Source: an optimization exercise on an open RTL-to-GDS flow (aim: small area). Production flows keep margins and buffers that such runs may drop.
Function was checked by simulation only, so behaviour that the tests miss may differ from the original.
The clock input has no modelled driver; a real chip could not lean on it and would need a root buffer or a full tree.
Power figures rest on the tool's default switching activity, not on a simulated workload.

run A:
Design uart, start of the top module:
module uart #(
    parameter BAUD_RATE   = 9600,
    parameter CLOCK_FREQ  = 50000000,
    parameter DATA_BITS   = 8
)
(   input  logic        clock,
    input  logic        reset,
    input  logic [DATA_BITS-1:0]  tx_data,
    input  logic        tx_send,
    output logic        tx_busy,
    output logic [DATA_BITS-1:0]  rx_data,
    output logic        rx_valid,
    input  logic        rx,      
    output logic        tx       
);
clock: 20.0 ns
lec_check: 0
cap_margin: 20
core_margin: 2
core_utilization: 40
slew_margin: 20
standard.sh (not shown) runs the stock make flow with config.mk's settings and CLKGATE_MAP_FILE= SYNTH_SCRIPT=/design/flow/synth_recipe.tcl, a recipe that flattens the netlist after the stock synthesis.
==> flow/flow/run.sh <==
#!/bin/bash
# Own layout flow: the standard ORFS flow (standard.sh: unchanged
# synthesis, floorplan, power grid and tap cells), with these changes to how
# the layout is made:
#  - the gates between the standard synthesis's flip-flops are mapped again
#    for area (flow/resyn.sh); the flip-flops are kept as they are;
#  - port buffers are the smallest buffer (buf_1) instead of the default pick;
#  - clock tree: CTS's tree is replaced by 3 or 4 leaf buffers driven from
#    the clock port (flow/post_cts.tcl, flow/clock_tree.tcl);
#  - gates with slack to spare are downsized after CTS (flow/post_cts.tcl).
# Each tool's output goes to its own log here (synth.log, resyn.log and
# resyn_yosys_N.log,
# standard_flow.log); each ORFS step also keeps its log under orfs/logs/.
set -euo pipefail
cd "$(dirname "$0")/.."
export BUFFER_PORTS_ARGS="-buffer_cell sky130_fd_sc_hd__buf_1"
export CTS_ARGS="-sink_clustering_enable -repair_clock_nets -dont_use_dummy_load -buf_list sky130_fd_sc_hd__clkbuf_8 -root_buf sky130_fd_sc_hd__clkbuf_8"
export POST_CTS_TCL="$PWD/flow/post_cts.tcl"
R=orfs/results/$FLOW_PLATFORM/uart/base
bash standard.sh synth > synth.log 2>&1
cp $R/1_2_yosys.v standard_synth.v
bash flow/resyn.sh standard_synth.v resyn.v "$FLOW_HOME/platforms/$FLOW_PLATFORM/lib/sky130_fd_sc_hd__tt_025C_1v80.lib" > resyn.log 2>&1
sleep 1
cp resyn.v $R/1_2_yosys.v
bash standard.sh finish > standard_flow.log 2>&1
==> flow/flow/resyn.sh <==
#!/bin/bash
# Re-map the combinational logic of the standard synthesis for area.
# The flip-flops of the standard synthesis are kept as they are (same
# instances, names and cell types): they are read as black boxes, and only
# the gates between them are flattened and mapped again by ABC with
# area-oriented scripts. Several scripts are tried and the netlist with the
# smallest cell area is kept.
# usage: resyn.sh IN.v OUT.v LIB
set -euo pipefail
IN=$1; OUT=$2; LIB=$3
YOSYS=yosys
if [[ -x "$FLOW_HOME/../tools/install/yosys/bin/yosys" ]]; then YOSYS="$FLOW_HOME/../tools/install/yosys/bin/yosys"; fi
SCRIPTS=(
  'strash\ndc2\ndch -f\nmap -a\namap\n'
  'strash\ndc2\ndc2\ndch -f\nmap -a\namap\n'
  'strash\ndc2\ndc2\ndc2\ndch -f\nmap -a\namap\n'
  'strash\ndc2\ndc2\ndc2\ndc2\ndch -f\nmap -a\namap\n'
  'strash\ndc2\ndc2\ndch -f\namap\n'
  'strash\ndch -f\nmap -a\n'
)
best=""; best_area=""
for i in "${!SCRIPTS[@]}"; do
  printf "${SCRIPTS[$i]}" > resyn_$i.abc
  cat > resyn_$i.ys <<EOF
read_liberty -ignore_miss_func $LIB
blackbox =sky130_fd_sc_hd__df* =sky130_fd_sc_hd__edf* =sky130_fd_sc_hd__sdf* =sky130_fd_sc_hd__sedf* =sky130_fd_sc_hd__dl*
read_verilog $IN
hierarchy -check -top uart
flatten
rename -hide w:_*_.*
opt_clean
tee -o resyn_before.txt stat -liberty $LIB
abc -liberty $LIB -dont_use *lpflow* -dont_use *probe* -script resyn_$i.abc
setundef -zero
splitnets
opt_clean -purge
hilomap -singleton -hicell sky130_fd_sc_hd__conb_1 HI -locell sky130_fd_sc_hd__conb_1 LO
tee -o resyn_after_$i.txt stat -liberty $LIB
insbuf -buf sky130_fd_sc_hd__buf_4 A X
write_verilog -noattr -nohex -nodec resyn_out_$i.v
EOF
  if "$YOSYS" -s resyn_$i.ys > resyn_yosys_$i.log 2>&1; then
    a=$(awk '/Chip area/ {print $NF}' resyn_after_$i.txt)
    echo "script $i: area $a"
    if [[ -z "$best" ]] || awk -v a="$a" -v b="$best_area" 'BEGIN{exit !(a<b)}'; then best=$i; best_area=$a; fi
  else
    echo "script $i: failed"
  fi
done
echo "kept script $best: area $best_area"
cp resyn_out_$best.v $OUT
Other scripts of this flow, unchanged in this note and not shown: flow/flow/clock_tree.tcl, flow/flow/post_cts.tcl
Inputs modified between run A and run B:
--- a/flow/flow/run.sh
+++ b/flow/flow/run.sh
@@ -9,6 +9,5 @@
 #    the clock port (flow/post_cts.tcl, flow/clock_tree.tcl);
 #  - gates with slack to spare are downsized after CTS (flow/post_cts.tcl).
-# Each tool's output goes to its own log here (synth.log, resyn.log and
-# resyn_yosys_N.log,
+# Each tool's output goes to its own log here (synth.log, resyn_yosys.log,
 # standard_flow.log); each ORFS step also keeps its log under orfs/logs/.
 set -euo pipefail
@@ -20,5 +19,5 @@
 bash standard.sh synth > synth.log 2>&1
 cp $R/1_2_yosys.v standard_synth.v
-bash flow/resyn.sh standard_synth.v resyn.v "$FLOW_HOME/platforms/$FLOW_PLATFORM/lib/sky130_fd_sc_hd__tt_025C_1v80.lib" > resyn.log 2>&1
+bash flow/resyn.sh standard_synth.v resyn.v "$FLOW_HOME/platforms/$FLOW_PLATFORM/lib/sky130_fd_sc_hd__tt_025C_1v80.lib"
 sleep 1
 cp resyn.v $R/1_2_yosys.v
==> flow/flow/resyn.sh <==
#!/bin/bash
# Re-map the combinational logic of the standard synthesis for area.
# The flip-flops of the standard synthesis are kept as they are (same
# instances, names and cell types): they are read as black boxes, and only
# the gates between them are flattened and mapped again by ABC with an
# area-oriented script.
# usage: resyn.sh IN.v OUT.v LIB
set -euo pipefail
IN=$1; OUT=$2; LIB=$3
YOSYS=yosys
if [[ -x "$FLOW_HOME/../tools/install/yosys/bin/yosys" ]]; then YOSYS="$FLOW_HOME/../tools/install/yosys/bin/yosys"; fi
printf 'strash\ndc2\ndch -f\nmap -a\namap\n' > resyn.abc
cat > resyn.ys <<EOF
read_liberty -ignore_miss_func $LIB
blackbox =sky130_fd_sc_hd__df* =sky130_fd_sc_hd__edf* =sky130_fd_sc_hd__sdf* =sky130_fd_sc_hd__sedf* =sky130_fd_sc_hd__dl* =sky130_fd_sc_hd__sdl*
read_verilog $IN
hierarchy -check -top uart
flatten
rename -hide w:_*_.*
opt_clean
tee -o resyn_before.txt stat -liberty $LIB
abc -liberty $LIB -dont_use *lpflow* -dont_use *probe* -script resyn.abc
setundef -zero
splitnets
opt_clean -purge
hilomap -singleton -hicell sky130_fd_sc_hd__conb_1 HI -locell sky130_fd_sc_hd__conb_1 LO
insbuf -buf sky130_fd_sc_hd__buf_4 A X
tee -o resyn_after.txt stat -liberty $LIB
tee -o resyn_check.txt check
write_verilog -noattr -nohex -nodec $OUT
EOF
"$YOSYS" -s resyn.ys > resyn_yosys.log 2>&1
==> run notes <==
Per the comparison of run B with run A, number of vias after detailed routing shows an increase of 36, reported net switching power shows an increase of 10%.
Largest net degree at the start of global routing: run B vs run A up 1
Re design area: run A was lower than run B.
Relative to run A, the detailed-route wire length measured on run B has increased by a few percent.
For footprint of the multi-input gates, dividing the value from run A by the value from run B gives 0.905.
Reported for run B and run A, count of boundary I/O pins turned out identical to the last digit.
Higher wire length on met3 goes to run A over run B.
Diff run A -> run B: sequential share of layout area saw a decrease; cell area after synthesis now larger.
In every run of this note, the design's own scripts or RTL, not TritonCTS, make the clock network.

## afterwards: timing with drivers on the ports
The flow's constraints put no driver on any port. The routed layouts listed below were extracted and timed again, unchanged, in two steps.
Step 1, drivers: a clkbuf_16 drives clock and a buf_2 each remaining input, both assumed.
Step 2 adds t to the input delays and takes it off the output delays; t is the mean of the earliest and latest rising clock arrival at the registers after step 1. Input paths then give back, and output paths get back, about the clock's delay inside the block.
Three values: ideal, step 1, step 2; two values: the first two.
run	t (ns)	setup slack, ns	slew at the worst register clock pin (ns)	pins driven straight from the clock port
run A	0.197	15.019 / 14.971 / 15.168	0.10 / 0.10	3
run B	0.196	14.963 / 14.919 / 15.115	0.10 / 0.10	3
After both steps every run listed still meets setup and hold.
